Background: an optimization exercise with open tools, aiming at small area. Do not read the settings as production practice. Power figures rest on the tool's default switching activity, not on a simulated workload.

==> inputs of build 60 <==
==> flow/design.v <==
module Encoder(input [3:0]in, output reg [2:0]out);
	always @(in) begin
		if (in[3]) out <= 3'b111;
		else if (in[2]) out <= 3'b110;
		else if (in[1]) out <= 3'b101;
		else if (in[0]) out <= 3'b100;
		else out <= 3'b000;
	end
endmodule
module Key(input [3:0]KEY, input CLOCK_50, input reset, output reg [2:0]trackPressed, output reg prevValid);
	wire [2:0]enc;
	Encoder key_encoder({~KEY[1], ~KEY[0], ~KEY[3], ~KEY[2]}, enc);
	always @(posedge CLOCK_50) begin
		trackPressed <= reset ? 3'b000 : enc;
		prevValid <= reset ? 1'b0 : trackPressed[2];
	end
endmodule
module Switch(input [11:0]open, input [11:0]E, input CLOCK_50, input reset, output reg [11:0]pwm);
	localparam [11:0] RIGHT = 12'b0110_1001_0110;
	localparam [19:0] S62 = 20'h4ff2e, S72 = 20'h9a6dc, SEND = 20'hfa6b3;
	reg [19:0]lfsr;
	wire atEnd = lfsr == SEND;
	wire at62 = lfsr == S62;
	wire at72 = lfsr == S72;
	always @(posedge CLOCK_50) begin
		if (reset || atEnd) lfsr <= 20'd0;
		else lfsr <= {~lfsr[18:0], lfsr[19] ^ lfsr[16]};
	end
	wire [11:0]sel72 = open ^ RIGHT;
	integer i;
	always @(posedge CLOCK_50) begin
		for (i = 0; i < 12; i = i + 1) begin
			if (reset) pwm[i] <= 1'b0;
			else if (atEnd) pwm[i] <= pwm[i] | E[i];
			else if (sel72[i] ? at72 : at62) pwm[i] <= 1'b0;
		end
	end
endmodule
module TrainControlSystem(input [17:0]SW, input [3:0]KEY, input CLOCK_50, input reset, output [7:0]LEDG, output[11:0]LEDR, output [35:0]GPIO);
	parameter L1 = 0, L2 = 1, R3 = 2, R4 = 3;
	reg [1:0]P, Q, Lr, Rr;
	wire [2:0]trackPressed;
	wire trackPressedPrev;
	Key keys(KEY, CLOCK_50, reset, trackPressed, trackPressedPrev);
	assign LEDG[2:0] = trackPressed;
	wire [2:0]stationTrackSelector;
	Encoder station_track_encoder(SW[3:0], stationTrackSelector);
	assign LEDG[6:4] = stationTrackSelector;
	wire [1:0]s = stationTrackSelector[1:0];
	always @(posedge CLOCK_50) begin
		if (reset) begin
			P <= 2'd2; Q <= 2'd1; Lr <= 2'd1; Rr <= 2'd2;
		end else if (trackPressed[2] && !trackPressedPrev && stationTrackSelector[2]) begin
			case (trackPressed[1:0])
				L2: begin
					P <= s;
					if (Q == s) Q <= 2'd1;
					if (!s[1] || Lr[1]) Lr <= 2'd1;
				end
				R3: begin
					Q <= s;
					if (P == s) P <= 2'd2;
					if (s[1] || !Rr[1]) Rr <= 2'd2;
				end
				L1: begin
					Lr <= s;
					if (s[1] || !P[1]) P <= 2'd2;
				end
				R4: begin
					Rr <= s;
					if (!s[1] || Q[1]) Q <= 2'd1;
				end
			endcase
		end
	end
	assign LEDR[0] = Lr[1];
	assign LEDR[1] = !P[1];
	assign LEDR[2] = LEDR[1];
	assign LEDR[3] = LEDR[0];
	assign LEDR[4] = P == 2'd0 || Lr == 2'd0;
	assign LEDR[5] = P == 2'd3 || Lr == 2'd3;
	assign LEDR[6] = Q == 2'd0 || Rr == 2'd0;
	assign LEDR[7] = Q == 2'd3 || Rr == 2'd3;
	assign LEDR[8] = !Rr[1];
	assign LEDR[9] = Q[1];
	assign LEDR[10] = LEDR[9];
	assign LEDR[11] = LEDR[8];
	wire [11:0]pwm;
	Switch switches(LEDR, SW[17:6], CLOCK_50, reset, pwm);
	assign LEDG[3] = 1'b0;
	assign LEDG[7] = 1'b0;
	genvar g;
	generate for (g = 0; g < 12; g = g + 1) begin : gpio
		assign GPIO[2*g] = pwm[g];
		assign GPIO[2*g+1] = 1'b0;
	end endgenerate
	assign GPIO[35:24] = 12'd0;
endmodule
==> flow/flow/run.sh <==
#!/bin/bash
set -euo pipefail
cat >> config.mk <<'EOF'
export BUFFER_PORTS_ARGS = -buffer_cell sky130_fd_sc_hd__buf_1
export SKIP_REPAIR_TIE_FANOUT = 1
export CTS_ARGS = -sink_clustering_enable -repair_clock_nets -dont_use_dummy_load -buf_list {sky130_fd_sc_hd__clkbuf_8}
EOF
bash standard.sh > standard.log 2>&1
==> flow/standard.sh <==
#!/bin/bash
# synth_recipe.tcl (not shown) runs the flow's synth.tcl, then flattens the netlist and writes it again
# the make line also repeats each setting of config.mk as NAME=value (left out here)
make -C /OpenROAD-flow-scripts/flow DESIGN_CONFIG=/design/flow/config.mk WORK_HOME=/design/flow/orfs CLKGATE_MAP_FILE= SYNTH_SCRIPT=/design/flow/synth_recipe.tcl "${@:-finish}"
==> flow/config.mk <==
export PLATFORM = sky130hd
export DESIGN_NAME = TrainControlSystem
export DESIGN_NICKNAME = TrainControlSystem
export VERILOG_FILES = /design/flow/design.v
export SDC_FILE = /design/flow/constraint.sdc
export NUM_CORES = 4
export LEC_CHECK = 0
export CAP_MARGIN = 20
export CORE_MARGIN = 2
export CORE_UTILIZATION = 40
export SLEW_MARGIN = 20
export BUFFER_PORTS_ARGS = -buffer_cell sky130_fd_sc_hd__buf_1
export SKIP_REPAIR_TIE_FANOUT = 1
export CTS_ARGS = -sink_clustering_enable -repair_clock_nets -dont_use_dummy_load -buf_list {sky130_fd_sc_hd__clkbuf_8}
==> flow/constraint.sdc <==
create_clock -name core_clock -period 20.0 [get_ports {CLOCK_50}]
set_input_delay 4.0000 -clock core_clock [delete_from_list [all_inputs] [get_ports {CLOCK_50}]]
set_output_delay 4.0000 -clock core_clock [all_outputs]
set_load 0.01 [all_outputs]
==> inputs of build 10, as changes to build 60 <==
==> flow/flow/run.sh (replaced) <==
#!/bin/bash
set -euo pipefail
cat >> config.mk <<'EOF'
export BUFFER_PORTS_ARGS = -buffer_cell sky130_fd_sc_hd__buf_1
export SKIP_REPAIR_TIE_FANOUT = 1
export CTS_ARGS = -sink_clustering_enable -repair_clock_nets -dont_use_dummy_load -buf_list {sky130_fd_sc_hd__clkbuf_16} -sink_clustering_size 50 -sink_clustering_max_diameter 500
EOF
bash standard.sh > standard.log 2>&1
- CTS_ARGS: -sink_clustering_enable -repair_clock_nets -dont_use_dummy_load -buf_list {sky130_fd_sc_hd__clkbuf_8} -> -sink_clustering_enable -repair_clock_nets -dont_use_dummy_load -buf_list {sky130_fd_sc_hd__clkbuf_16} -sink_clustering_size 50 -sink_clustering_max_diameter 500
==> comparison table <==
quantity                                                         build 60        build 10
Average routed wire per standard cell                             13.1 um         13.1 um
PwrDens                                                      77.0 mW/mm^2    86.1 mW/mm^2
Tmin final                                                        8.86 ns         8.86 ns
Met3 track demand over resource                                    0.0450          0.0463
Status                                                     finished clean  finished clean
Highest clock rate                                              0.113 GHz       0.113 GHz
Total length of routed wires                                      4190 um         4210 um
# fillers                                                             549             540
Total routing usage reported by global routing                      0.155           0.157
Routed met1 length                                                1980 um         2040 um
Clock insertion delay at the later pin of the skew report         0.30 ns         0.28 ns
Reg clk slew, reported paths                                      0.09 ns         0.06 ns
Portion of total power attributed to the clock network              0.305           0.394
No functional check of the RTL was part of any run of this note.

## re-timing with driven ports
No port has a modelled driver above. Below, the same layouts with a new extraction and two added sets of constraints. Step 1, drivers: a clkbuf_16 drives CLOCK_50 and a buf_2 each remaining input, both assumed. Step 2 moves the port delays by t, midway between the first and last clock arrival at a register: inputs arrive t later, outputs are due t later. That takes back most of the time a late clock gives input paths. Three values: no drivers, after step 1, after step 2; two values: the first two.
| run | t, ns | setup WS [ns] | worst setup path after step 2 | worst register clock-pin slew, ns | worst data-port slew with drivers (ns) |
|---|---|---|---|---|---|
| build 60 | 0.316 | 11.136 / 11.115 / 11.115 | input to output | 0.09 / 0.09 | 0.04 |
| build 10 | 0.309 | 11.139 / 11.117 / 11.117 | input to output | 0.06 / 0.06 | 0.04 |
After both steps setup and hold are still met in every run listed. The setup slack of build 10, which loses most, moves by -0.022 ns with the drivers and by -0.022 ns with both steps.
